What follows belongs to an exercise in optimizing a design on an open flow for small area, a short achievable clock period and few clock cycles; a production flow would make more cautious choices. Only simulation tests tie the RTL to the original design; equivalence was not proved.

**flow/run.sh**
```bash
#!/bin/bash
# The standard layout (the standard.sh), with these changes:
# - synthesis maps Yosys's carry-lookahead cells ($lcu) to ripple carry
#   (flow/ripple_lcu.v) instead of ORFS's Kogge-Stone map, which makes the
#   many small adders of this design about a fifth smaller;
# - every port is still buffered, with the smallest buffer cell;
# - the clock tree uses mid-sized clock buffers and no dummy loads (there are
#   only a few dozen flip-flops);
# - timing repair aims for MARGIN ns of setup slack, a few ns above what the
#   layout reaches without it, so that the resizer speeds up the slowest
#   paths (the clock period and constraints are unchanged).
set -euo pipefail
MARGIN=46
export SYNTH_OPERATIONS_ARGS="-extra-map $PWD/flow/ripple_lcu.v"
export BUFFER_PORTS_ARGS="-buffer_cell sky130_fd_sc_hd__buf_1"
export CTS_ARGS="-sink_clustering_enable -repair_clock_nets -dont_use_dummy_load -root_buf sky130_fd_sc_hd__clkbuf_8 -buf_list sky130_fd_sc_hd__clkbuf_8"
bash standard.sh SETUP_SLACK_MARGIN=$MARGIN finish > standard.log 2>&1
```
**flow/ripple_lcu.v**
```verilog
(* techmap_celltype = "$lcu" *)
module _80_lcu_ripple (P, G, CI, CO);
	parameter WIDTH = 2;

	(* force_downto *)
	input [WIDTH-1:0] P, G;
	input CI;

	(* force_downto *)
	output [WIDTH-1:0] CO;

	integer i;
	(* force_downto *)
	reg [WIDTH-1:0] c;

	wire [1023:0] _TECHMAP_DO_ = "proc; opt -fast";

	always @* begin
		c[0] = G[0] | (P[0] & CI);
		for (i = 1; i < WIDTH; i = i + 1)
			c[i] = G[i] | (P[i] & c[i - 1]);
	end

	assign CO = c;
endmodule
```
**standard.sh**
```bash
#!/bin/bash
# synth_recipe.tcl (not shown) runs the flow's synth.tcl, then flattens the netlist and writes it again
# the make line also repeats each setting of config.mk as NAME=value (left out here)
make -C /OpenROAD-flow-scripts/flow DESIGN_CONFIG=/design/flow/config.mk WORK_HOME=/design/flow/orfs CLKGATE_MAP_FILE= SYNTH_SCRIPT=/design/flow/synth_recipe.tcl "${@:-finish}"
```
**config.mk**
```make
export PLATFORM = sky130hd
export DESIGN_NAME = EC_TOP
export DESIGN_NICKNAME = EC_TOP
export VERILOG_FILES = /design/flow/design.v
export SDC_FILE = /design/flow/constraint.sdc
export NUM_CORES = 4
export LEC_CHECK = 0
export ABC_AREA = 1
export CAP_MARGIN = 20
export CORE_MARGIN = 2
export CORE_UTILIZATION = 30
export PLACE_DENSITY = 0.5
export SLEW_MARGIN = 20
```
**constraint.sdc**
```tcl
create_clock -name core_clock -period 80.0 [get_ports {clk}]
set_input_delay 16.0000 -clock core_clock [delete_from_list [all_inputs] [get_ports {clk}]]
set_output_delay 16.0000 -clock core_clock [all_outputs]
set_load 0.01 [all_outputs]
```
**design.v**
```verilog
module INV_IP (
    input  [5:0] IN_P,
    input  [4:0] IN_X,
    output [5:0] OUT_INV
);
reg [5:0] lo, hi;
always @(*) begin
    case ({IN_P[4:1], IN_X[3:0]})
        {4'd1, 4'd1}: lo = 6'd1;
        {4'd2, 4'd1}: lo = 6'd1;
        {4'd2, 4'd2}: lo = 6'd3;
        {4'd3, 4'd1}: lo = 6'd1;
        {4'd3, 4'd2}: lo = 6'd4;
        {4'd3, 4'd3}: lo = 6'd5;
        {4'd5, 4'd1}: lo = 6'd4;
        {4'd5, 4'd2}: lo = 6'd2;
        {4'd5, 4'd3}: lo = 6'd5;
        {4'd5, 4'd4}: lo = 6'd1;
        {4'd5, 4'd5}: lo = 6'd3;
        {4'd6, 4'd1}: lo = 6'd1;
        {4'd6, 4'd2}: lo = 6'd7;
        {4'd6, 4'd3}: lo = 6'd9;
        {4'd6, 4'd4}: lo = 6'd10;
        {4'd6, 4'd5}: lo = 6'd8;
        {4'd6, 4'd6}: lo = 6'd11;
        {4'd8, 4'd1}: lo = 6'd16;
        {4'd8, 4'd2}: lo = 6'd8;
        {4'd8, 4'd3}: lo = 6'd11;
        {4'd8, 4'd4}: lo = 6'd4;
        {4'd8, 4'd5}: lo = 6'd10;
        {4'd8, 4'd6}: lo = 6'd14;
        {4'd8, 4'd7}: lo = 6'd12;
        {4'd8, 4'd8}: lo = 6'd2;
        {4'd9, 4'd1}: lo = 6'd11;
        {4'd9, 4'd2}: lo = 6'd15;
        {4'd9, 4'd3}: lo = 6'd10;
        {4'd9, 4'd4}: lo = 6'd17;
        {4'd9, 4'd5}: lo = 6'd6;
        {4'd9, 4'd6}: lo = 6'd5;
        {4'd9, 4'd7}: lo = 6'd7;
        {4'd9, 4'd8}: lo = 6'd18;
        {4'd9, 4'd9}: lo = 6'd16;
        {4'd11, 4'd1}: lo = 6'd2;
        {4'd11, 4'd2}: lo = 6'd1;
        {4'd11, 4'd3}: lo = 6'd16;
        {4'd11, 4'd4}: lo = 6'd12;
        {4'd11, 4'd5}: lo = 6'd5;
        {4'd11, 4'd6}: lo = 6'd8;
        {4'd11, 4'd7}: lo = 6'd20;
        {4'd11, 4'd8}: lo = 6'd6;
        {4'd11, 4'd9}: lo = 6'd13;
        {4'd11, 4'd10}: lo = 6'd14;
        {4'd11, 4'd11}: lo = 6'd19;
        {4'd14, 4'd1}: lo = 6'd7;
        {4'd14, 4'd2}: lo = 6'd18;
        {4'd14, 4'd3}: lo = 6'd12;
        {4'd14, 4'd4}: lo = 6'd9;
        {4'd14, 4'd5}: lo = 6'd13;
        {4'd14, 4'd6}: lo = 6'd6;
        {4'd14, 4'd7}: lo = 6'd1;
        {4'd14, 4'd8}: lo = 6'd19;
        {4'd14, 4'd9}: lo = 6'd4;
        {4'd14, 4'd10}: lo = 6'd21;
        {4'd14, 4'd11}: lo = 6'd27;
        {4'd14, 4'd12}: lo = 6'd3;
        {4'd14, 4'd13}: lo = 6'd5;
        {4'd14, 4'd14}: lo = 6'd15;
        {4'd15, 4'd1}: lo = 6'd4;
        {4'd15, 4'd2}: lo = 6'd2;
        {4'd15, 4'd3}: lo = 6'd22;
        {4'd15, 4'd4}: lo = 6'd1;
        {4'd15, 4'd5}: lo = 6'd7;
        {4'd15, 4'd6}: lo = 6'd11;
        {4'd15, 4'd7}: lo = 6'd5;
        {4'd15, 4'd8}: lo = 6'd16;
        {4'd15, 4'd9}: lo = 6'd28;
        {4'd15, 4'd10}: lo = 6'd19;
        {4'd15, 4'd11}: lo = 6'd6;
        {4'd15, 4'd12}: lo = 6'd21;
        {4'd15, 4'd13}: lo = 6'd17;
        {4'd15, 4'd14}: lo = 6'd18;
        {4'd15, 4'd15}: lo = 6'd23;
        default: lo = 6'd0;
    endcase
end
always @(*) begin
    case ({IN_P[4:1], IN_X})
        {4'd2, 5'd1}: hi = 6'd26;
        {4'd2, 5'd2}: hi = 6'd13;
        {4'd2, 5'd3}: hi = 6'd21;
        {4'd2, 5'd4}: hi = 6'd25;
        {4'd2, 5'd5}: hi = 6'd20;
        {4'd2, 5'd6}: hi = 6'd29;
        {4'd2, 5'd7}: hi = 6'd9;
        {4'd2, 5'd8}: hi = 6'd31;
        {4'd2, 5'd9}: hi = 6'd7;
        {4'd2, 5'd10}: hi = 6'd10;
        {4'd2, 5'd11}: hi = 6'd36;
        {4'd2, 5'd12}: hi = 6'd33;
        {4'd2, 5'd13}: hi = 6'd2;
        {4'd2, 5'd14}: hi = 6'd23;
        {4'd2, 5'd15}: hi = 6'd19;
        {4'd2, 5'd16}: hi = 6'd34;
        {4'd2, 5'd17}: hi = 6'd32;
        {4'd2, 5'd18}: hi = 6'd22;
        {4'd4, 5'd1}: hi = 6'd37;
        {4'd4, 5'd2}: hi = 6'd39;
        {4'd4, 5'd3}: hi = 6'd26;
        {4'd4, 5'd4}: hi = 6'd40;
        {4'd4, 5'd5}: hi = 6'd32;
        {4'd4, 5'd6}: hi = 6'd13;
        {4'd4, 5'd7}: hi = 6'd17;
        {4'd4, 5'd8}: hi = 6'd20;
        {4'd4, 5'd9}: hi = 6'd36;
        {4'd4, 5'd10}: hi = 6'd16;
        {4'd4, 5'd11}: hi = 6'd22;
        {4'd4, 5'd12}: hi = 6'd27;
        {4'd4, 5'd13}: hi = 6'd6;
        {4'd4, 5'd14}: hi = 6'd29;
        {4'd4, 5'd15}: hi = 6'd38;
        {4'd4, 5'd16}: hi = 6'd10;
        {4'd4, 5'd17}: hi = 6'd7;
        {4'd4, 5'd18}: hi = 6'd18;
        {4'd4, 5'd19}: hi = 6'd30;
        {4'd4, 5'd20}: hi = 6'd8;
        {4'd5, 5'd1}: hi = 6'd11;
        {4'd5, 5'd2}: hi = 6'd27;
        {4'd5, 5'd3}: hi = 6'd18;
        {4'd5, 5'd4}: hi = 6'd35;
        {4'd5, 5'd5}: hi = 6'd28;
        {4'd5, 5'd6}: hi = 6'd9;
        {4'd5, 5'd7}: hi = 6'd20;
        {4'd5, 5'd8}: hi = 6'd39;
        {4'd5, 5'd9}: hi = 6'd6;
        {4'd5, 5'd10}: hi = 6'd14;
        {4'd5, 5'd11}: hi = 6'd1;
        {4'd5, 5'd12}: hi = 6'd26;
        {4'd5, 5'd13}: hi = 6'd24;
        {4'd5, 5'd14}: hi = 6'd10;
        {4'd5, 5'd15}: hi = 6'd38;
        {4'd5, 5'd16}: hi = 6'd41;
        {4'd5, 5'd17}: hi = 6'd31;
        {4'd5, 5'd18}: hi = 6'd3;
        {4'd5, 5'd19}: hi = 6'd30;
        {4'd5, 5'd20}: hi = 6'd7;
        {4'd5, 5'd21}: hi = 6'd21;
        {4'd7, 5'd1}: hi = 6'd7;
        {4'd7, 5'd2}: hi = 6'd27;
        {4'd7, 5'd3}: hi = 6'd18;
        {4'd7, 5'd4}: hi = 6'd37;
        {4'd7, 5'd5}: hi = 6'd39;
        {4'd7, 5'd6}: hi = 6'd9;
        {4'd7, 5'd7}: hi = 6'd1;
        {4'd7, 5'd8}: hi = 6'd42;
        {4'd7, 5'd9}: hi = 6'd6;
        {4'd7, 5'd10}: hi = 6'd43;
        {4'd7, 5'd11}: hi = 6'd22;
        {4'd7, 5'd12}: hi = 6'd28;
        {4'd7, 5'd13}: hi = 6'd15;
        {4'd7, 5'd14}: hi = 6'd24;
        {4'd7, 5'd15}: hi = 6'd13;
        {4'd7, 5'd16}: hi = 6'd21;
        {4'd7, 5'd17}: hi = 6'd17;
        {4'd7, 5'd18}: hi = 6'd3;
        {4'd7, 5'd19}: hi = 6'd35;
        {4'd7, 5'd20}: hi = 6'd45;
        {4'd7, 5'd21}: hi = 6'd16;
        {4'd7, 5'd22}: hi = 6'd11;
        {4'd7, 5'd23}: hi = 6'd33;
        {4'd10, 5'd1}: hi = 6'd15;
        {4'd10, 5'd2}: hi = 6'd34;
        {4'd10, 5'd3}: hi = 6'd5;
        {4'd10, 5'd4}: hi = 6'd17;
        {4'd10, 5'd5}: hi = 6'd3;
        {4'd10, 5'd6}: hi = 6'd29;
        {4'd10, 5'd7}: hi = 6'd40;
        {4'd10, 5'd8}: hi = 6'd35;
        {4'd10, 5'd9}: hi = 6'd37;
        {4'd10, 5'd10}: hi = 6'd28;
        {4'd10, 5'd11}: hi = 6'd11;
        {4'd10, 5'd12}: hi = 6'd41;
        {4'd10, 5'd13}: hi = 6'd46;
        {4'd10, 5'd14}: hi = 6'd20;
        {4'd10, 5'd15}: hi = 6'd1;
        {4'd10, 5'd16}: hi = 6'd44;
        {4'd10, 5'd17}: hi = 6'd4;
        {4'd10, 5'd18}: hi = 6'd45;
        {4'd10, 5'd19}: hi = 6'd51;
        {4'd10, 5'd20}: hi = 6'd14;
        {4'd10, 5'd21}: hi = 6'd31;
        {4'd10, 5'd22}: hi = 6'd32;
        {4'd10, 5'd23}: hi = 6'd26;
        {4'd10, 5'd24}: hi = 6'd47;
        {4'd10, 5'd25}: hi = 6'd43;
        {4'd10, 5'd26}: hi = 6'd23;
        {4'd13, 5'd1}: hi = 6'd25;
        {4'd13, 5'd2}: hi = 6'd42;
        {4'd13, 5'd3}: hi = 6'd28;
        {4'd13, 5'd4}: hi = 6'd21;
        {4'd13, 5'd5}: hi = 6'd5;
        {4'd13, 5'd6}: hi = 6'd14;
        {4'd13, 5'd7}: hi = 6'd12;
        {4'd13, 5'd8}: hi = 6'd40;
        {4'd13, 5'd9}: hi = 6'd29;
        {4'd13, 5'd10}: hi = 6'd32;
        {4'd13, 5'd11}: hi = 6'd13;
        {4'd13, 5'd12}: hi = 6'd7;
        {4'd13, 5'd13}: hi = 6'd11;
        {4'd13, 5'd14}: hi = 6'd6;
        {4'd13, 5'd15}: hi = 6'd41;
        {4'd13, 5'd16}: hi = 6'd20;
        {4'd13, 5'd17}: hi = 6'd57;
        {4'd13, 5'd18}: hi = 6'd44;
        {4'd13, 5'd19}: hi = 6'd51;
        {4'd13, 5'd20}: hi = 6'd16;
        {4'd13, 5'd21}: hi = 6'd4;
        {4'd13, 5'd22}: hi = 6'd36;
        {4'd13, 5'd23}: hi = 6'd37;
        {4'd13, 5'd24}: hi = 6'd33;
        {4'd13, 5'd25}: hi = 6'd1;
        {4'd13, 5'd26}: hi = 6'd35;
        {4'd13, 5'd27}: hi = 6'd49;
        {4'd13, 5'd28}: hi = 6'd3;
        {4'd13, 5'd29}: hi = 6'd9;
        {4'd14, 5'd1}: hi = 6'd9;
        {4'd14, 5'd2}: hi = 6'd35;
        {4'd14, 5'd3}: hi = 6'd3;
        {4'd14, 5'd4}: hi = 6'd48;
        {4'd14, 5'd5}: hi = 6'd14;
        {4'd14, 5'd6}: hi = 6'd32;
        {4'd14, 5'd7}: hi = 6'd10;
        {4'd14, 5'd8}: hi = 6'd24;
        {4'd14, 5'd9}: hi = 6'd1;
        {4'd14, 5'd10}: hi = 6'd7;
        {4'd14, 5'd11}: hi = 6'd23;
        {4'd14, 5'd12}: hi = 6'd16;
        {4'd14, 5'd13}: hi = 6'd57;
        {4'd14, 5'd14}: hi = 6'd5;
        {4'd14, 5'd15}: hi = 6'd25;
        {4'd14, 5'd16}: hi = 6'd12;
        {4'd14, 5'd17}: hi = 6'd40;
        {4'd14, 5'd18}: hi = 6'd31;
        {4'd14, 5'd19}: hi = 6'd39;
        {4'd14, 5'd20}: hi = 6'd34;
        {4'd14, 5'd21}: hi = 6'd44;
        {4'd14, 5'd22}: hi = 6'd42;
        {4'd14, 5'd23}: hi = 6'd11;
        {4'd14, 5'd24}: hi = 6'd8;
        {4'd14, 5'd25}: hi = 6'd15;
        {4'd14, 5'd26}: hi = 6'd59;
        {4'd14, 5'd27}: hi = 6'd41;
        {4'd14, 5'd28}: hi = 6'd33;
        {4'd14, 5'd29}: hi = 6'd55;
        {4'd14, 5'd30}: hi = 6'd43;
        default: hi = 6'd0;
    endcase
end
assign OUT_INV = IN_P[5] ? hi : lo;
endmodule
module SQ_IP (
    input  [5:0] IN_P,
    input  [4:0] IN_F,
    output [5:0] OUT_SQ
);
reg [5:0] lo, hi;
always @(*) begin
    case ({IN_P[4:1], IN_F[3:0]})
        {4'd1, 4'd0}: lo = 6'd0;
        {4'd1, 4'd1}: lo = 6'd0;
        {4'd2, 4'd0}: lo = 6'd0;
        {4'd2, 4'd1}: lo = 6'd3;
        {4'd2, 4'd2}: lo = 6'd2;
        {4'd3, 4'd0}: lo = 6'd0;
        {4'd3, 4'd1}: lo = 6'd3;
        {4'd3, 4'd2}: lo = 6'd5;
        {4'd3, 4'd3}: lo = 6'd6;
        {4'd5, 4'd0}: lo = 6'd0;
        {4'd5, 4'd1}: lo = 6'd3;
        {4'd5, 4'd2}: lo = 6'd1;
        {4'd5, 4'd3}: lo = 6'd5;
        {4'd5, 4'd4}: lo = 6'd4;
        {4'd5, 4'd5}: lo = 6'd9;
        {4'd6, 4'd0}: lo = 6'd0;
        {4'd6, 4'd1}: lo = 6'd3;
        {4'd6, 4'd2}: lo = 6'd12;
        {4'd6, 4'd3}: lo = 6'd1;
        {4'd6, 4'd4}: lo = 6'd9;
        {4'd6, 4'd5}: lo = 6'd10;
        {4'd6, 4'd6}: lo = 6'd4;
        {4'd8, 4'd0}: lo = 6'd0;
        {4'd8, 4'd1}: lo = 6'd3;
        {4'd8, 4'd2}: lo = 6'd12;
        {4'd8, 4'd3}: lo = 6'd10;
        {4'd8, 4'd4}: lo = 6'd14;
        {4'd8, 4'd5}: lo = 6'd7;
        {4'd8, 4'd6}: lo = 6'd6;
        {4'd8, 4'd7}: lo = 6'd11;
        {4'd8, 4'd8}: lo = 6'd5;
        {4'd9, 4'd0}: lo = 6'd0;
        {4'd9, 4'd1}: lo = 6'd3;
        {4'd9, 4'd2}: lo = 6'd12;
        {4'd9, 4'd3}: lo = 6'd8;
        {4'd9, 4'd4}: lo = 6'd10;
        {4'd9, 4'd5}: lo = 6'd18;
        {4'd9, 4'd6}: lo = 6'd13;
        {4'd9, 4'd7}: lo = 6'd14;
        {4'd9, 4'd8}: lo = 6'd2;
        {4'd9, 4'd9}: lo = 6'd15;
        {4'd11, 4'd0}: lo = 6'd0;
        {4'd11, 4'd1}: lo = 6'd3;
        {4'd11, 4'd2}: lo = 6'd12;
        {4'd11, 4'd3}: lo = 6'd4;
        {4'd11, 4'd4}: lo = 6'd2;
        {4'd11, 4'd5}: lo = 6'd6;
        {4'd11, 4'd6}: lo = 6'd16;
        {4'd11, 4'd7}: lo = 6'd9;
        {4'd11, 4'd8}: lo = 6'd8;
        {4'd11, 4'd9}: lo = 6'd13;
        {4'd11, 4'd10}: lo = 6'd1;
        {4'd11, 4'd11}: lo = 6'd18;
        {4'd14, 4'd0}: lo = 6'd0;
        {4'd14, 4'd1}: lo = 6'd3;
        {4'd14, 4'd2}: lo = 6'd12;
        {4'd14, 4'd3}: lo = 6'd27;
        {4'd14, 4'd4}: lo = 6'd19;
        {4'd14, 4'd5}: lo = 6'd17;
        {4'd14, 4'd6}: lo = 6'd21;
        {4'd14, 4'd7}: lo = 6'd2;
        {4'd14, 4'd8}: lo = 6'd18;
        {4'd14, 4'd9}: lo = 6'd11;
        {4'd14, 4'd10}: lo = 6'd10;
        {4'd14, 4'd11}: lo = 6'd15;
        {4'd14, 4'd12}: lo = 6'd26;
        {4'd14, 4'd13}: lo = 6'd14;
        {4'd14, 4'd14}: lo = 6'd8;
        {4'd15, 4'd0}: lo = 6'd0;
        {4'd15, 4'd1}: lo = 6'd3;
        {4'd15, 4'd2}: lo = 6'd12;
        {4'd15, 4'd3}: lo = 6'd27;
        {4'd15, 4'd4}: lo = 6'd17;
        {4'd15, 4'd5}: lo = 6'd13;
        {4'd15, 4'd6}: lo = 6'd15;
        {4'd15, 4'd7}: lo = 6'd23;
        {4'd15, 4'd8}: lo = 6'd6;
        {4'd15, 4'd9}: lo = 6'd26;
        {4'd15, 4'd10}: lo = 6'd21;
        {4'd15, 4'd11}: lo = 6'd22;
        {4'd15, 4'd12}: lo = 6'd29;
        {4'd15, 4'd13}: lo = 6'd11;
        {4'd15, 4'd14}: lo = 6'd30;
        {4'd15, 4'd15}: lo = 6'd24;
        default: lo = 6'd0;
    endcase
end
always @(*) begin
    case ({IN_P[4:1], IN_F})
        {4'd2, 5'd0}: hi = 6'd0;
        {4'd2, 5'd1}: hi = 6'd3;
        {4'd2, 5'd2}: hi = 6'd12;
        {4'd2, 5'd3}: hi = 6'd27;
        {4'd2, 5'd4}: hi = 6'd11;
        {4'd2, 5'd5}: hi = 6'd1;
        {4'd2, 5'd6}: hi = 6'd34;
        {4'd2, 5'd7}: hi = 6'd36;
        {4'd2, 5'd8}: hi = 6'd7;
        {4'd2, 5'd9}: hi = 6'd21;
        {4'd2, 5'd10}: hi = 6'd4;
        {4'd2, 5'd11}: hi = 6'd30;
        {4'd2, 5'd12}: hi = 6'd25;
        {4'd2, 5'd13}: hi = 6'd26;
        {4'd2, 5'd14}: hi = 6'd33;
        {4'd2, 5'd15}: hi = 6'd9;
        {4'd2, 5'd16}: hi = 6'd28;
        {4'd2, 5'd17}: hi = 6'd16;
        {4'd2, 5'd18}: hi = 6'd10;
        {4'd4, 5'd0}: hi = 6'd0;
        {4'd4, 5'd1}: hi = 6'd3;
        {4'd4, 5'd2}: hi = 6'd12;
        {4'd4, 5'd3}: hi = 6'd27;
        {4'd4, 5'd4}: hi = 6'd7;
        {4'd4, 5'd5}: hi = 6'd34;
        {4'd4, 5'd6}: hi = 6'd26;
        {4'd4, 5'd7}: hi = 6'd24;
        {4'd4, 5'd8}: hi = 6'd28;
        {4'd4, 5'd9}: hi = 6'd38;
        {4'd4, 5'd10}: hi = 6'd13;
        {4'd4, 5'd11}: hi = 6'd35;
        {4'd4, 5'd12}: hi = 6'd22;
        {4'd4, 5'd13}: hi = 6'd15;
        {4'd4, 5'd14}: hi = 6'd14;
        {4'd4, 5'd15}: hi = 6'd19;
        {4'd4, 5'd16}: hi = 6'd30;
        {4'd4, 5'd17}: hi = 6'd6;
        {4'd4, 5'd18}: hi = 6'd29;
        {4'd4, 5'd19}: hi = 6'd17;
        {4'd4, 5'd20}: hi = 6'd11;
        {4'd5, 5'd0}: hi = 6'd0;
        {4'd5, 5'd1}: hi = 6'd3;
        {4'd5, 5'd2}: hi = 6'd12;
        {4'd5, 5'd3}: hi = 6'd27;
        {4'd5, 5'd4}: hi = 6'd5;
        {4'd5, 5'd5}: hi = 6'd32;
        {4'd5, 5'd6}: hi = 6'd22;
        {4'd5, 5'd7}: hi = 6'd18;
        {4'd5, 5'd8}: hi = 6'd20;
        {4'd5, 5'd9}: hi = 6'd28;
        {4'd5, 5'd10}: hi = 6'd42;
        {4'd5, 5'd11}: hi = 6'd19;
        {4'd5, 5'd12}: hi = 6'd2;
        {4'd5, 5'd13}: hi = 6'd34;
        {4'd5, 5'd14}: hi = 6'd29;
        {4'd5, 5'd15}: hi = 6'd30;
        {4'd5, 5'd16}: hi = 6'd37;
        {4'd5, 5'd17}: hi = 6'd7;
        {4'd5, 5'd18}: hi = 6'd26;
        {4'd5, 5'd19}: hi = 6'd8;
        {4'd5, 5'd20}: hi = 6'd39;
        {4'd5, 5'd21}: hi = 6'd33;
        {4'd7, 5'd0}: hi = 6'd0;
        {4'd7, 5'd1}: hi = 6'd3;
        {4'd7, 5'd2}: hi = 6'd12;
        {4'd7, 5'd3}: hi = 6'd27;
        {4'd7, 5'd4}: hi = 6'd1;
        {4'd7, 5'd5}: hi = 6'd28;
        {4'd7, 5'd6}: hi = 6'd14;
        {4'd7, 5'd7}: hi = 6'd6;
        {4'd7, 5'd8}: hi = 6'd4;
        {4'd7, 5'd9}: hi = 6'd8;
        {4'd7, 5'd10}: hi = 6'd18;
        {4'd7, 5'd11}: hi = 6'd34;
        {4'd7, 5'd12}: hi = 6'd9;
        {4'd7, 5'd13}: hi = 6'd37;
        {4'd7, 5'd14}: hi = 6'd24;
        {4'd7, 5'd15}: hi = 6'd17;
        {4'd7, 5'd16}: hi = 6'd16;
        {4'd7, 5'd17}: hi = 6'd21;
        {4'd7, 5'd18}: hi = 6'd32;
        {4'd7, 5'd19}: hi = 6'd2;
        {4'd7, 5'd20}: hi = 6'd25;
        {4'd7, 5'd21}: hi = 6'd7;
        {4'd7, 5'd22}: hi = 6'd42;
        {4'd7, 5'd23}: hi = 6'd36;
        {4'd10, 5'd0}: hi = 6'd0;
        {4'd10, 5'd1}: hi = 6'd3;
        {4'd10, 5'd2}: hi = 6'd12;
        {4'd10, 5'd3}: hi = 6'd27;
        {4'd10, 5'd4}: hi = 6'd48;
        {4'd10, 5'd5}: hi = 6'd22;
        {4'd10, 5'd6}: hi = 6'd2;
        {4'd10, 5'd7}: hi = 6'd41;
        {4'd10, 5'd8}: hi = 6'd33;
        {4'd10, 5'd9}: hi = 6'd31;
        {4'd10, 5'd10}: hi = 6'd35;
        {4'd10, 5'd11}: hi = 6'd45;
        {4'd10, 5'd12}: hi = 6'd8;
        {4'd10, 5'd13}: hi = 6'd30;
        {4'd10, 5'd14}: hi = 6'd5;
        {4'd10, 5'd15}: hi = 6'd39;
        {4'd10, 5'd16}: hi = 6'd26;
        {4'd10, 5'd17}: hi = 6'd19;
        {4'd10, 5'd18}: hi = 6'd18;
        {4'd10, 5'd19}: hi = 6'd23;
        {4'd10, 5'd20}: hi = 6'd34;
        {4'd10, 5'd21}: hi = 6'd51;
        {4'd10, 5'd22}: hi = 6'd21;
        {4'd10, 5'd23}: hi = 6'd50;
        {4'd10, 5'd24}: hi = 6'd32;
        {4'd10, 5'd25}: hi = 6'd20;
        {4'd10, 5'd26}: hi = 6'd14;
        {4'd13, 5'd0}: hi = 6'd0;
        {4'd13, 5'd1}: hi = 6'd3;
        {4'd13, 5'd2}: hi = 6'd12;
        {4'd13, 5'd3}: hi = 6'd27;
        {4'd13, 5'd4}: hi = 6'd48;
        {4'd13, 5'd5}: hi = 6'd16;
        {4'd13, 5'd6}: hi = 6'd49;
        {4'd13, 5'd7}: hi = 6'd29;
        {4'd13, 5'd8}: hi = 6'd15;
        {4'd13, 5'd9}: hi = 6'd7;
        {4'd13, 5'd10}: hi = 6'd5;
        {4'd13, 5'd11}: hi = 6'd9;
        {4'd13, 5'd12}: hi = 6'd19;
        {4'd13, 5'd13}: hi = 6'd35;
        {4'd13, 5'd14}: hi = 6'd57;
        {4'd13, 5'd15}: hi = 6'd26;
        {4'd13, 5'd16}: hi = 6'd1;
        {4'd13, 5'd17}: hi = 6'd41;
        {4'd13, 5'd18}: hi = 6'd28;
        {4'd13, 5'd19}: hi = 6'd21;
        {4'd13, 5'd20}: hi = 6'd20;
        {4'd13, 5'd21}: hi = 6'd25;
        {4'd13, 5'd22}: hi = 6'd36;
        {4'd13, 5'd23}: hi = 6'd53;
        {4'd13, 5'd24}: hi = 6'd17;
        {4'd13, 5'd25}: hi = 6'd46;
        {4'd13, 5'd26}: hi = 6'd22;
        {4'd13, 5'd27}: hi = 6'd4;
        {4'd13, 5'd28}: hi = 6'd51;
        {4'd13, 5'd29}: hi = 6'd45;
        {4'd14, 5'd0}: hi = 6'd0;
        {4'd14, 5'd1}: hi = 6'd3;
        {4'd14, 5'd2}: hi = 6'd12;
        {4'd14, 5'd3}: hi = 6'd27;
        {4'd14, 5'd4}: hi = 6'd48;
        {4'd14, 5'd5}: hi = 6'd14;
        {4'd14, 5'd6}: hi = 6'd47;
        {4'd14, 5'd7}: hi = 6'd25;
        {4'd14, 5'd8}: hi = 6'd9;
        {4'd14, 5'd9}: hi = 6'd60;
        {4'd14, 5'd10}: hi = 6'd56;
        {4'd14, 5'd11}: hi = 6'd58;
        {4'd14, 5'd12}: hi = 6'd5;
        {4'd14, 5'd13}: hi = 6'd19;
        {4'd14, 5'd14}: hi = 6'd39;
        {4'd14, 5'd15}: hi = 6'd4;
        {4'd14, 5'd16}: hi = 6'd36;
        {4'd14, 5'd17}: hi = 6'd13;
        {4'd14, 5'd18}: hi = 6'd57;
        {4'd14, 5'd19}: hi = 6'd46;
        {4'd14, 5'd20}: hi = 6'd41;
        {4'd14, 5'd21}: hi = 6'd42;
        {4'd14, 5'd22}: hi = 6'd49;
        {4'd14, 5'd23}: hi = 6'd1;
        {4'd14, 5'd24}: hi = 6'd20;
        {4'd14, 5'd25}: hi = 6'd45;
        {4'd14, 5'd26}: hi = 6'd15;
        {4'd14, 5'd27}: hi = 6'd52;
        {4'd14, 5'd28}: hi = 6'd34;
        {4'd14, 5'd29}: hi = 6'd22;
        {4'd14, 5'd30}: hi = 6'd16;
        default: hi = 6'd0;
    endcase
end
assign OUT_SQ = IN_P[5] ? hi : lo;
endmodule
module SQ1_IP (
    input  [5:0] IN_P,
    input  [4:0] IN_F,
    output [5:0] OUT_SQ
);
reg [5:0] lo, hi;
always @(*) begin
    case ({IN_P[4:1], IN_F[3:0]})
        {4'd1, 4'd0}: lo = 6'd0;
        {4'd1, 4'd1}: lo = 6'd1;
        {4'd2, 4'd0}: lo = 6'd0;
        {4'd2, 4'd1}: lo = 6'd1;
        {4'd2, 4'd2}: lo = 6'd4;
        {4'd3, 4'd0}: lo = 6'd0;
        {4'd3, 4'd1}: lo = 6'd1;
        {4'd3, 4'd2}: lo = 6'd4;
        {4'd3, 4'd3}: lo = 6'd2;
        {4'd5, 4'd0}: lo = 6'd0;
        {4'd5, 4'd1}: lo = 6'd3;
        {4'd5, 4'd2}: lo = 6'd1;
        {4'd5, 4'd3}: lo = 6'd5;
        {4'd5, 4'd4}: lo = 6'd4;
        {4'd5, 4'd5}: lo = 6'd9;
        {4'd6, 4'd0}: lo = 6'd0;
        {4'd6, 4'd1}: lo = 6'd1;
        {4'd6, 4'd2}: lo = 6'd4;
        {4'd6, 4'd3}: lo = 6'd9;
        {4'd6, 4'd4}: lo = 6'd3;
        {4'd6, 4'd5}: lo = 6'd12;
        {4'd6, 4'd6}: lo = 6'd10;
        {4'd8, 4'd0}: lo = 6'd0;
        {4'd8, 4'd1}: lo = 6'd16;
        {4'd8, 4'd2}: lo = 6'd13;
        {4'd8, 4'd3}: lo = 6'd8;
        {4'd8, 4'd4}: lo = 6'd1;
        {4'd8, 4'd5}: lo = 6'd9;
        {4'd8, 4'd6}: lo = 6'd15;
        {4'd8, 4'd7}: lo = 6'd2;
        {4'd8, 4'd8}: lo = 6'd4;
        {4'd9, 4'd0}: lo = 6'd0;
        {4'd9, 4'd1}: lo = 6'd7;
        {4'd9, 4'd2}: lo = 6'd9;
        {4'd9, 4'd3}: lo = 6'd6;
        {4'd9, 4'd4}: lo = 6'd17;
        {4'd9, 4'd5}: lo = 6'd4;
        {4'd9, 4'd6}: lo = 6'd5;
        {4'd9, 4'd7}: lo = 6'd1;
        {4'd9, 4'd8}: lo = 6'd11;
        {4'd9, 4'd9}: lo = 6'd16;
        {4'd11, 4'd0}: lo = 6'd0;
        {4'd11, 4'd1}: lo = 6'd12;
        {4'd11, 4'd2}: lo = 6'd2;
        {4'd11, 4'd3}: lo = 6'd16;
        {4'd11, 4'd4}: lo = 6'd8;
        {4'd11, 4'd5}: lo = 6'd1;
        {4'd11, 4'd6}: lo = 6'd18;
        {4'd11, 4'd7}: lo = 6'd13;
        {4'd11, 4'd8}: lo = 6'd9;
        {4'd11, 4'd9}: lo = 6'd6;
        {4'd11, 4'd10}: lo = 6'd4;
        {4'd11, 4'd11}: lo = 6'd3;
        {4'd14, 4'd0}: lo = 6'd0;
        {4'd14, 4'd1}: lo = 6'd25;
        {4'd14, 4'd2}: lo = 6'd13;
        {4'd14, 4'd3}: lo = 6'd22;
        {4'd14, 4'd4}: lo = 6'd23;
        {4'd14, 4'd5}: lo = 6'd16;
        {4'd14, 4'd6}: lo = 6'd1;
        {4'd14, 4'd7}: lo = 6'd7;
        {4'd14, 4'd8}: lo = 6'd5;
        {4'd14, 4'd9}: lo = 6'd24;
        {4'd14, 4'd10}: lo = 6'd6;
        {4'd14, 4'd11}: lo = 6'd9;
        {4'd14, 4'd12}: lo = 6'd4;
        {4'd14, 4'd13}: lo = 6'd20;
        {4'd14, 4'd14}: lo = 6'd28;
        {4'd15, 4'd0}: lo = 6'd0;
        {4'd15, 4'd1}: lo = 6'd8;
        {4'd15, 4'd2}: lo = 6'd1;
        {4'd15, 4'd3}: lo = 6'd10;
        {4'd15, 4'd4}: lo = 6'd4;
        {4'd15, 4'd5}: lo = 6'd14;
        {4'd15, 4'd6}: lo = 6'd9;
        {4'd15, 4'd7}: lo = 6'd20;
        {4'd15, 4'd8}: lo = 6'd16;
        {4'd15, 4'd9}: lo = 6'd28;
        {4'd15, 4'd10}: lo = 6'd25;
        {4'd15, 4'd11}: lo = 6'd7;
        {4'd15, 4'd12}: lo = 6'd5;
        {4'd15, 4'd13}: lo = 6'd19;
        {4'd15, 4'd14}: lo = 6'd18;
        {4'd15, 4'd15}: lo = 6'd2;
        default: lo = 6'd0;
    endcase
end
always @(*) begin
    case ({IN_P[4:1], IN_F})
        {4'd2, 5'd0}: hi = 6'd0;
        {4'd2, 5'd1}: hi = 6'd10;
        {4'd2, 5'd2}: hi = 6'd3;
        {4'd2, 5'd3}: hi = 6'd16;
        {4'd2, 5'd4}: hi = 6'd12;
        {4'd2, 5'd5}: hi = 6'd28;
        {4'd2, 5'd6}: hi = 6'd27;
        {4'd2, 5'd7}: hi = 6'd9;
        {4'd2, 5'd8}: hi = 6'd11;
        {4'd2, 5'd9}: hi = 6'd33;
        {4'd2, 5'd10}: hi = 6'd1;
        {4'd2, 5'd11}: hi = 6'd26;
        {4'd2, 5'd12}: hi = 6'd34;
        {4'd2, 5'd13}: hi = 6'd25;
        {4'd2, 5'd14}: hi = 6'd36;
        {4'd2, 5'd15}: hi = 6'd30;
        {4'd2, 5'd16}: hi = 6'd7;
        {4'd2, 5'd17}: hi = 6'd4;
        {4'd2, 5'd18}: hi = 6'd21;
        {4'd4, 5'd0}: hi = 6'd0;
        {4'd4, 5'd1}: hi = 6'd10;
        {4'd4, 5'd2}: hi = 6'd40;
        {4'd4, 5'd3}: hi = 6'd8;
        {4'd4, 5'd4}: hi = 6'd37;
        {4'd4, 5'd5}: hi = 6'd4;
        {4'd4, 5'd6}: hi = 6'd32;
        {4'd4, 5'd7}: hi = 6'd39;
        {4'd4, 5'd8}: hi = 6'd25;
        {4'd4, 5'd9}: hi = 6'd31;
        {4'd4, 5'd10}: hi = 6'd16;
        {4'd4, 5'd11}: hi = 6'd21;
        {4'd4, 5'd12}: hi = 6'd5;
        {4'd4, 5'd13}: hi = 6'd9;
        {4'd4, 5'd14}: hi = 6'd33;
        {4'd4, 5'd15}: hi = 6'd36;
        {4'd4, 5'd16}: hi = 6'd18;
        {4'd4, 5'd17}: hi = 6'd20;
        {4'd4, 5'd18}: hi = 6'd1;
        {4'd4, 5'd19}: hi = 6'd2;
        {4'd4, 5'd20}: hi = 6'd23;
        {4'd5, 5'd0}: hi = 6'd0;
        {4'd5, 5'd1}: hi = 6'd4;
        {4'd5, 5'd2}: hi = 6'd16;
        {4'd5, 5'd3}: hi = 6'd36;
        {4'd5, 5'd4}: hi = 6'd21;
        {4'd5, 5'd5}: hi = 6'd14;
        {4'd5, 5'd6}: hi = 6'd15;
        {4'd5, 5'd7}: hi = 6'd24;
        {4'd5, 5'd8}: hi = 6'd41;
        {4'd5, 5'd9}: hi = 6'd23;
        {4'd5, 5'd10}: hi = 6'd13;
        {4'd5, 5'd11}: hi = 6'd11;
        {4'd5, 5'd12}: hi = 6'd17;
        {4'd5, 5'd13}: hi = 6'd31;
        {4'd5, 5'd14}: hi = 6'd10;
        {4'd5, 5'd15}: hi = 6'd40;
        {4'd5, 5'd16}: hi = 6'd35;
        {4'd5, 5'd17}: hi = 6'd38;
        {4'd5, 5'd18}: hi = 6'd6;
        {4'd5, 5'd19}: hi = 6'd25;
        {4'd5, 5'd20}: hi = 6'd9;
        {4'd5, 5'd21}: hi = 6'd1;
        {4'd7, 5'd0}: hi = 6'd0;
        {4'd7, 5'd1}: hi = 6'd27;
        {4'd7, 5'd2}: hi = 6'd14;
        {4'd7, 5'd3}: hi = 6'd8;
        {4'd7, 5'd4}: hi = 6'd9;
        {4'd7, 5'd5}: hi = 6'd17;
        {4'd7, 5'd6}: hi = 6'd32;
        {4'd7, 5'd7}: hi = 6'd7;
        {4'd7, 5'd8}: hi = 6'd36;
        {4'd7, 5'd9}: hi = 6'd25;
        {4'd7, 5'd10}: hi = 6'd21;
        {4'd7, 5'd11}: hi = 6'd24;
        {4'd7, 5'd12}: hi = 6'd34;
        {4'd7, 5'd13}: hi = 6'd4;
        {4'd7, 5'd14}: hi = 6'd28;
        {4'd7, 5'd15}: hi = 6'd12;
        {4'd7, 5'd16}: hi = 6'd3;
        {4'd7, 5'd17}: hi = 6'd1;
        {4'd7, 5'd18}: hi = 6'd6;
        {4'd7, 5'd19}: hi = 6'd18;
        {4'd7, 5'd20}: hi = 6'd37;
        {4'd7, 5'd21}: hi = 6'd16;
        {4'd7, 5'd22}: hi = 6'd2;
        {4'd7, 5'd23}: hi = 6'd42;
        {4'd10, 5'd0}: hi = 6'd0;
        {4'd10, 5'd1}: hi = 6'd46;
        {4'd10, 5'd2}: hi = 6'd25;
        {4'd10, 5'd3}: hi = 6'd43;
        {4'd10, 5'd4}: hi = 6'd47;
        {4'd10, 5'd5}: hi = 6'd37;
        {4'd10, 5'd6}: hi = 6'd13;
        {4'd10, 5'd7}: hi = 6'd28;
        {4'd10, 5'd8}: hi = 6'd29;
        {4'd10, 5'd9}: hi = 6'd16;
        {4'd10, 5'd10}: hi = 6'd42;
        {4'd10, 5'd11}: hi = 6'd1;
        {4'd10, 5'd12}: hi = 6'd52;
        {4'd10, 5'd13}: hi = 6'd36;
        {4'd10, 5'd14}: hi = 6'd6;
        {4'd10, 5'd15}: hi = 6'd15;
        {4'd10, 5'd16}: hi = 6'd10;
        {4'd10, 5'd17}: hi = 6'd44;
        {4'd10, 5'd18}: hi = 6'd11;
        {4'd10, 5'd19}: hi = 6'd17;
        {4'd10, 5'd20}: hi = 6'd9;
        {4'd10, 5'd21}: hi = 6'd40;
        {4'd10, 5'd22}: hi = 6'd4;
        {4'd10, 5'd23}: hi = 6'd7;
        {4'd10, 5'd24}: hi = 6'd49;
        {4'd10, 5'd25}: hi = 6'd24;
        {4'd10, 5'd26}: hi = 6'd38;
        {4'd13, 5'd0}: hi = 6'd0;
        {4'd13, 5'd1}: hi = 6'd26;
        {4'd13, 5'd2}: hi = 6'd45;
        {4'd13, 5'd3}: hi = 6'd57;
        {4'd13, 5'd4}: hi = 6'd3;
        {4'd13, 5'd5}: hi = 6'd1;
        {4'd13, 5'd6}: hi = 6'd51;
        {4'd13, 5'd7}: hi = 6'd35;
        {4'd13, 5'd8}: hi = 6'd12;
        {4'd13, 5'd9}: hi = 6'd41;
        {4'd13, 5'd10}: hi = 6'd4;
        {4'd13, 5'd11}: hi = 6'd19;
        {4'd13, 5'd12}: hi = 6'd27;
        {4'd13, 5'd13}: hi = 6'd28;
        {4'd13, 5'd14}: hi = 6'd22;
        {4'd13, 5'd15}: hi = 6'd9;
        {4'd13, 5'd16}: hi = 6'd48;
        {4'd13, 5'd17}: hi = 6'd21;
        {4'd13, 5'd18}: hi = 6'd46;
        {4'd13, 5'd19}: hi = 6'd5;
        {4'd13, 5'd20}: hi = 6'd16;
        {4'd13, 5'd21}: hi = 6'd20;
        {4'd13, 5'd22}: hi = 6'd17;
        {4'd13, 5'd23}: hi = 6'd7;
        {4'd13, 5'd24}: hi = 6'd49;
        {4'd13, 5'd25}: hi = 6'd25;
        {4'd13, 5'd26}: hi = 6'd53;
        {4'd13, 5'd27}: hi = 6'd15;
        {4'd13, 5'd28}: hi = 6'd29;
        {4'd13, 5'd29}: hi = 6'd36;
        {4'd14, 5'd0}: hi = 6'd0;
        {4'd14, 5'd1}: hi = 6'd34;
        {4'd14, 5'd2}: hi = 6'd14;
        {4'd14, 5'd3}: hi = 6'd1;
        {4'd14, 5'd4}: hi = 6'd56;
        {4'd14, 5'd5}: hi = 6'd57;
        {4'd14, 5'd6}: hi = 6'd4;
        {4'd14, 5'd7}: hi = 6'd19;
        {4'd14, 5'd8}: hi = 6'd41;
        {4'd14, 5'd9}: hi = 6'd9;
        {4'd14, 5'd10}: hi = 6'd45;
        {4'd14, 5'd11}: hi = 6'd27;
        {4'd14, 5'd12}: hi = 6'd16;
        {4'd14, 5'd13}: hi = 6'd12;
        {4'd14, 5'd14}: hi = 6'd15;
        {4'd14, 5'd15}: hi = 6'd25;
        {4'd14, 5'd16}: hi = 6'd42;
        {4'd14, 5'd17}: hi = 6'd5;
        {4'd14, 5'd18}: hi = 6'd36;
        {4'd14, 5'd19}: hi = 6'd13;
        {4'd14, 5'd20}: hi = 6'd58;
        {4'd14, 5'd21}: hi = 6'd49;
        {4'd14, 5'd22}: hi = 6'd47;
        {4'd14, 5'd23}: hi = 6'd52;
        {4'd14, 5'd24}: hi = 6'd3;
        {4'd14, 5'd25}: hi = 6'd22;
        {4'd14, 5'd26}: hi = 6'd48;
        {4'd14, 5'd27}: hi = 6'd20;
        {4'd14, 5'd28}: hi = 6'd60;
        {4'd14, 5'd29}: hi = 6'd46;
        {4'd14, 5'd30}: hi = 6'd39;
        default: hi = 6'd0;
    endcase
end
assign OUT_SQ = IN_P[5] ? hi : lo;
endmodule
module EC_TOP(
    clk, rst_n, in_valid,
    in_Px, in_Py, in_Qx, in_Qy, in_prime, in_a,
    out_valid, out_Rx, out_Ry
);
input clk, rst_n, in_valid;
input [5:0] in_Px, in_Py, in_Qx, in_Qy, in_prime, in_a;
output reg out_valid;
output [5:0] out_Rx, out_Ry;
wire [5:0] p = in_prime;
wire dbl = (in_Px == in_Qx) && (in_Py == in_Qy);
wire [7:0] p3 = {p, 1'b0} + p;                               
wire [6:0] fc, fp;
wire       fge;
ec_sub7 u_fc(.a({2'b0, p[5:1]}), .b(in_Px), .ge(fge), .d(fc));
ec_sub7 u_fp(.a({1'b0, p}), .b(in_Px), .ge(), .d(fp));
wire [4:0] pf = fge ? in_Px[4:0] : fp[4:0];         
wire [5:0] sq3;
SQ_IP u_sqt(.IN_P(p), .IN_F(pf), .OUT_SQ(sq3));
wire [6:0] n3 = sq3 + in_a;                          
wire [5:0] numD, numA, num;
wire [6:0] n3d;
wire       n3ge;
ec_sub7 u_r1(.a(n3), .b(p), .ge(n3ge), .d(n3d));
assign numD = n3ge ? n3d[5:0] : n3[5:0];
ec_subm u_na(.a(in_Qy), .b(in_Py), .p(p), .r(numA));
assign num = dbl ? numD : numA;
wire [6:0] py2;
wire       py2ge;
wire [5:0] denD, denA, den;
ec_sub7 u_py2(.a({in_Py, 1'b0}), .b(p), .ge(py2ge), .d(py2));
assign denD = py2ge ? py2[5:0] : {in_Py[4:0], 1'b0};
ec_subm u_da(.a(in_Qx), .b(in_Px), .p(p), .r(denA));
assign den = dbl ? denD : denA;
wire [6:0] hc, pd;
wire       hge;
ec_sub7 u_hc(.a({2'b0, p[5:1]}), .b(den), .ge(hge), .d(hc));
wire       neg = ~hge;                       
ec_sub7 u_pd(.a({1'b0, p}), .b(den), .ge(), .d(pd));
wire [4:0] dh = neg ? pd[4:0] : den[4:0];    
wire [5:0] im;
INV_IP u_inv(.IN_P(p), .IN_X(dh), .OUT_INV(im));
wire [12:0] prod;
wire [5:0]  sm;
ec_muladd u_mu(.a(num), .b(im), .c(13'd0), .y(prod));
ec_mred4  u_r2(.n(prod), .p(p), .p3(p3), .r(sm));
wire [7:0] e3 = {1'b0, in_Px, 1'b0} + in_Qx;                 
wire [5:0] e;
ec_red3 u_e(.n(e3), .p(p), .r(e));
wire [6:0] pq, c2;
wire [6:0] pmy;
ec_add #(7) u_pq(.a({1'b0, in_Px}), .b({1'b0, in_Qx}), .cin(1'b0), .s(pq), .co());
ec_add #(7) u_c2(.a({p, 1'b0}), .b(~pq), .cin(1'b1), .s(c2), .co());     
ec_sub7     u_pm(.a({1'b0, p}), .b(in_Py), .ge(), .d(pmy));              
reg [5:0]  s_r, e_r, d_r, p_r;
reg [6:0]  c_r;
reg       n_r;
always @(posedge clk) begin
    n_r  <= neg;
    s_r  <= sm;
    e_r  <= e;
    c_r  <= c2;
    d_r  <= pmy[5:0];
    p_r  <= in_prime;
end
always @(posedge clk or negedge rst_n)
    if (!rst_n) out_valid <= 1'b0;
    else        out_valid <= in_valid;
wire [12:0] ys;
wire [5:0]  t;
wire [7:0] p3_r = {p_r, 1'b0} + p_r;                         
wire [6:0] sc, sp;
wire       sge;
ec_sub7 u_sc(.a({2'b0, p_r[5:1]}), .b(s_r), .ge(sge), .d(sc));
ec_sub7 u_sp(.a({1'b0, p_r}), .b(s_r), .ge(), .d(sp));
wire [4:0] sf = sge ? s_r[4:0] : sp[4:0];
wire [5:0] w;
SQ1_IP u_sq1(.IN_P(p_r), .IN_F(sf), .OUT_SQ(w));
wire [7:0] wc = w + c_r;                                      
ec_red3 u_x0(.n(wc), .p(p_r), .r(out_Rx));
ec_subn   u_t (.a(e_r), .b(w), .p(p_r), .neg(n_r), .r(t));   
wire [7:0] s3_r = {s_r, 1'b0} + s_r;                         
wire [7:0] ym;
ec_muladd4 u_ys(.a(s_r), .a3(s3_r), .b(t), .c({1'b0, d_r, 6'd0}), .y(ys));
ec_redc4  u_ry(.n(ys), .p(p_r), .p3(p3_r), .r(ym));          
ec_red3 u_y0(.n(ym), .p(p_r), .r(out_Ry));
endmodule
module ec_add #(parameter W = 8) (
    input  [W-1:0] a, b,
    input          cin,
    output [W-1:0] s,
    output         co
);
assign {co, s} = a + b + cin;
endmodule
module ec_sub7 (
    input  [6:0] a,
    input  [5:0] b,
    output       ge,
    output [6:0] d
);
ec_add #(7) u(.a(a), .b({1'b1, ~b}), .cin(1'b1), .s(d), .co(ge));
endmodule
module ec_red3 (
    input  [7:0] n,
    input  [5:0] p,
    output [5:0] r
);
wire [8:0] d1 = {1'b0, n} - {3'b0, p};
wire [8:0] d2 = {1'b0, n} - {2'b0, p, 1'b0};
assign r = !d2[8] ? d2[5:0] : !d1[8] ? d1[5:0] : n[5:0];
endmodule
module ec_redc4 (
    input  [12:0] n,
    input  [5:0]  p,
    input  [7:0]  p3,
    output [7:0]  r
);
wire [13:0] v [0:3];              
assign v[0] = {1'b0, n};
genvar j;
generate
    for (j = 0; j < 3; j = j + 1) begin : g_st
        wire [1:0] b  = v[j][2*j +: 2];
        wire [1:0] bp = b * p[1:0];
        wire [1:0] q  = 2'd0 - bp;
        wire [7:0] qp = (q == 2'd3) ? p3 : (q == 2'd2) ? {1'b0, p, 1'b0} : (q == 2'd1) ? {2'b0, p} : 8'd0;
        assign v[j+1] = v[j] + ({6'd0, qp} << (2 * j));
    end
endgenerate
assign r = v[3][13:6];
endmodule
module ec_mred4 (
    input  [12:0] n,
    input  [5:0]  p,
    input  [7:0]  p3,
    output [5:0]  r
);
wire [12:0] v [0:3];              
assign v[0] = n;
genvar j;
generate
    for (j = 0; j < 3; j = j + 1) begin : g_st
        wire [1:0] b  = v[j][2*j +: 2];
        wire [1:0] bp = b * p[1:0];
        wire [1:0] q  = 2'd0 - bp;
        wire [7:0] qp = (q == 2'd3) ? p3 : (q == 2'd2) ? {1'b0, p, 1'b0} : (q == 2'd1) ? {2'b0, p} : 8'd0;
        assign v[j+1] = v[j] + ({5'd0, qp} << (2 * j));
    end
endgenerate
wire [6:0] u = v[3][12:6];       
wire [6:0] d;
wire       ge;
ec_sub7 uc(.a(u), .b(p), .ge(ge), .d(d));
assign r = ge ? d[5:0] : u[5:0];
endmodule
module ec_subm (
    input  [5:0] a, b, p,
    output [5:0] r
);
wire [6:0] d;
wire       ge;
wire [5:0] dp;
ec_sub7 u0(.a({1'b0, a}), .b(b), .ge(ge), .d(d));
ec_add #(6) u1(.a(d[5:0]), .b(p), .cin(1'b0), .s(dp), .co());
assign r = ge ? d[5:0] : dp;
endmodule
module ec_subn (
    input  [5:0] a, b, p,
    input        neg,
    output [5:0] r
);
wire [6:0] d;
wire [5:0] dp;
ec_add #(7) u0(.a({1'b0, a} ^ {7{neg}}), .b(~{1'b0, b} ^ {7{neg}}), .cin(1'b1), .s(d), .co());
ec_add #(6) u1(.a(d[5:0]), .b(p), .cin(1'b0), .s(dp), .co());
assign r = d[6] ? dp : d[5:0];
endmodule
module ec_muladd4 (
    input  [5:0]  a,
    input  [7:0]  a3,
    input  [5:0]  b,
    input  [12:0] c,
    output [12:0] y
);
wire [12:0] acc [0:3];            
assign acc[0] = c;
genvar i;
generate
    for (i = 0; i < 3; i = i + 1) begin : g_row
        wire [1:0]  d  = b[2*i +: 2];
        wire [7:0]  m  = (d == 2'd3) ? a3 : (d == 2'd2) ? {1'b0, a, 1'b0} : (d == 2'd1) ? {2'b0, a} : 8'd0;
        wire [12:0] pp = {5'd0, m} << (2 * i);
        ec_add #(13) u(.a(acc[i]), .b(pp), .cin(1'b0), .s(acc[i+1]), .co());
    end
endgenerate
assign y = acc[3];
endmodule
module ec_muladd (
    input  [5:0]  a, b,
    input  [12:0] c,
    output [12:0] y
);
wire [11:0] acc [0:6];            
assign acc[0] = c[11:0];
genvar i;
generate
    for (i = 0; i < 6; i = i + 1) begin : g_row
        wire [11:0] pp = {6'd0, a & {6{b[i]}}} << i;
        ec_add #(12) u(.a(acc[i]), .b(pp), .cin(1'b0), .s(acc[i+1]), .co());
    end
endgenerate
assign y = {1'b0, acc[6]};
endmodule
```
==> notes.md <==
stage by stage:
stage | util [%] | cells | hold WS [ns]
final | 32.5 | 3201 | 15.45
after global routing | 32.5 | 3201 | 15.44
after CTS | 32.3 | 3194 | 15.42
after detailed placement | 32.2 | 3189 | 15.77
after global placement | 32.2 | 3189 | 15.76
after floorplan | - | 2500 | 15.70
worst max-delay path, delay by kind of cell, from the launching register on:
kind | cells | cell delay [ns]
adders and majority gates | 24 | 8.77
buffers and inverters | 20 | 2.69
AOI/OAI and AO/OA | 14 | 1.86
and+or+nand+nor | 14 | 1.81
xor gates and xnor gates | 3 | 0.56
DFF | 1 | 0.42
muxes | 1 | 0.33
per-layer routing:
layer  part of all wire, %  track usage (%)  vias up  wire, um
met5                 0.032                0        -        22
met4                   6.1             13.7        4      4240
met3                   8.3             3.31      282      5760
met2                    47             41.4     1136     32600
met1                    39             29.3     8652     26800
li1                      -                -     8272         -
worst max path at each step:
stage / slack (ns) / end / depth (start not counted)
after CTS: 46.29 / out_Ry[0] / 82
after global placement: 46.75 / out_Ry[0] / 82
after floorplan: 48.82 / out_Ry[0] / 81
after detailed placement: 46.68 / out_Ry[0] / 82
after global routing: 45.99 / out_Ry[0] / 83
final: 47.24 / out_Ry[0] / 76
what timing repair did:
action | 4_1_cts | 5_1_grt
setup endpoints to repair | 0 | 6
setup buffers | 0 | 6
hold endpoints to repair | 0 | 0
resized for setup | 0 | 27
cells by family (layout without fill, tap and decap cells):
logic type,count (synthesis),after routing
other,0,1
XOR/XNOR,29,29
buffers and inverters,544,548
AO/OA/AOI/OAI,619,619
adder cells (fa/ha/maj),324,324
multiplexers,9,9
AND/OR/NAND/NOR,942,942
flip-flops,33,33
layout by cell type (no fill, tap or decap), types with 6 or more instances in the layout:
master / synthesis / layout
a211oi_1: 18 / 18
a21oi_1: 119 / 119
a221oi_1: 7 / 7
a22oi_1: 6 / 6
a31oi_1: 34 / 34
a32oi_1: 6 / 6
buf_1: 17 / 46
buf_4: 3 / 41
clkinv_1: 9 / 8
dfxtp_1: 32 / 29
fa_1: 195 / 194
ha_1: 129 / 129
inv_1: 423 / 418
inv_2: 16 / 19
mux2i_1: 7 / 6
nand2_1: 471 / 467
nand2_2: 12 / 16
nand2_4: 6 / 6
nand3_1: 124 / 124
nand4_1: 17 / 17
nor2_1: 250 / 247
nor2_2: 5 / 7
nor3_1: 42 / 41
o2111ai_1: 10 / 10
o211ai_1: 40 / 40
o21ai_0: 231 / 228
o21ai_1: 19 / 18
o21ai_2: 2 / 6
o221ai_1: 24 / 24
o22ai_1: 29 / 29
o311ai_0: 19 / 19
o31ai_1: 13 / 13
o32ai_1: 7 / 7
xnor2_1: 16 / 16
xor2_1: 13 / 12
registers in the layout, summed over array words and instances, names as in the netlist:
name	cells
n_r	1
d_r	6
e_r	6
s_r	6
out_valid	1
p_r	6
c_r	7
cell type report:
class / count / area [um^2]
fillers: 5981 / 36400
multi-input cells: 1923 / 13700
inverters: 448 / 1690
well taps: 696 / 871
flip-flops and latches: 33 / 669
repair buffers: 95 / 543
clock buffers: 5 / 68.8
diodes: 1 / 2.50
==> metrics.csv <==
metric,value,unit
status,no timing/DRC/antenna violations,
min_path_type,in -> async,
yosys.area_share.simple,24.2,%
worstPathArrival,16.76,ns
worst_pin_slew,0.892,ns
setup_slack,47.24,ns
cts.sinks,33,
cts_tree,built,
cts_root_buffer,clkbuf_8,
fin_setup_tns,0,ns
finalHoldViolCount,0,
ys_ff_latch,33,
startpoint_type,register,
synth_edf_count,0,
rsz0062_at_grt,false,
max-cap-violations,0,
finalNetCount,2869,
synth_cells,2500,
vias,18300,
setup_viol,0,
syn_nets,2863,
endpoint_kind,output pin,
final_area,17500,um^2
port_buffers,51,
hold_buffers,0,
grt_pass1_vias,18100,
ant_nets,0,
htreeDepth,2,
crit_slowest_cell,fa_1,
yosys-top-cells-area,"fa_1 24%, nand2_1 11%, ha_1 9.9%",
worstPathMaxFanout,36,
synth_area,16400,um^2
pre_cts_slack,46.68,ns
slew_headroom,40.5,%
fin_crit_sh,41.0,%
synthToLayoutAreaGrowth,7.03,%
startpoint,p_r[0],
initial_core_util,30.4,%
ys_top_cells_by_count,"471 x nand2_1, 423 x inv_1, 250 x nor2_1",
dieArea,56500,um^2
critPathKind,reg -> out,
grt_use_total,24.2,%
synth-xor-area-share,1.55,%
routedWlPerCell,21.7,um
synth_compound_area_share,23.2,%
placed_area,17300,um^2
antenna_found_initial,3,
synth_cell_types,63,
place_congestion,1.03,
dpl.hpwl,53.7,mm
drtIter0Drc,2154,
drive_above_1_share,5.47,%
grt-ovfl-total,0,
synth_top_area_cell,fa_1,
netlist.area_leader.share,23.8,%
maxSlewViolCount,0,
design.core.area,53900,um^2
slowest_delay,0.51,ns
grt_max_degree,43,
cts_buffers,5,
ys_seq_area_share,4.06,%
synth_top_family_by_area,adder cells,
dr.pass1.iters,8,
num_rows,85,
clk_pin_slew,0.08,ns
min_period,32.76,ns
ys.flop_type,dfxtp_1,
yosys_warnings,8,
synth.most_common_cell,nand2_1,
io_pins,52,
drt_wl_total,69.4,mm
drc,0,
die_w,238,um
grt_pass1_wl,106,mm
via_per_inst,5.73,
syn_area_per_cell,6.55,um^2
crit_required,64.00,ns
dieHeight,238,um
synth-async-reset-ratio,3.03,%
timing.fmax,0.0305,GHz
synthMuxAreaShare,0.565,%
synth_fa_ha_area_share,33.7,%
crit_top_cell,fa_1,
clk_path_buf_depth,2,
Testbench counts, summed over its fixed seeds: cycles 1,600.

[separate check: timing with driven ports]
The results above use ideal ports. As a check the final layout listed here was re-extracted and re-timed, cells and wires unchanged.
Step 1 sets driving cells, clkbuf_16 on the clock port and buf_2 on the other inputs (assumed; they add their load-dependent delay and slew).
Step 2 times the ports against the registers' clock, not the clock port: input delays grow and output delays shrink by t, the midpoint of the rising clock arrivals with the driver on.
Three values: ideal, step 1, step 2; two values: the first two.
shift t [ns]: 0.347
slack for setup (ns): 47.236 / 47.192 / 47.129
hold slack, ns: 15.451 / 15.430 / 15.777
clock arrival spread, ns: 0.015 / 0.014
slew at the worst register clock pin (ns): 0.08 / 0.08
After both steps this run still meets setup and hold. For this run, drivers alone change the setup slack by -0.044 ns; drivers and shift together by -0.107 ns.
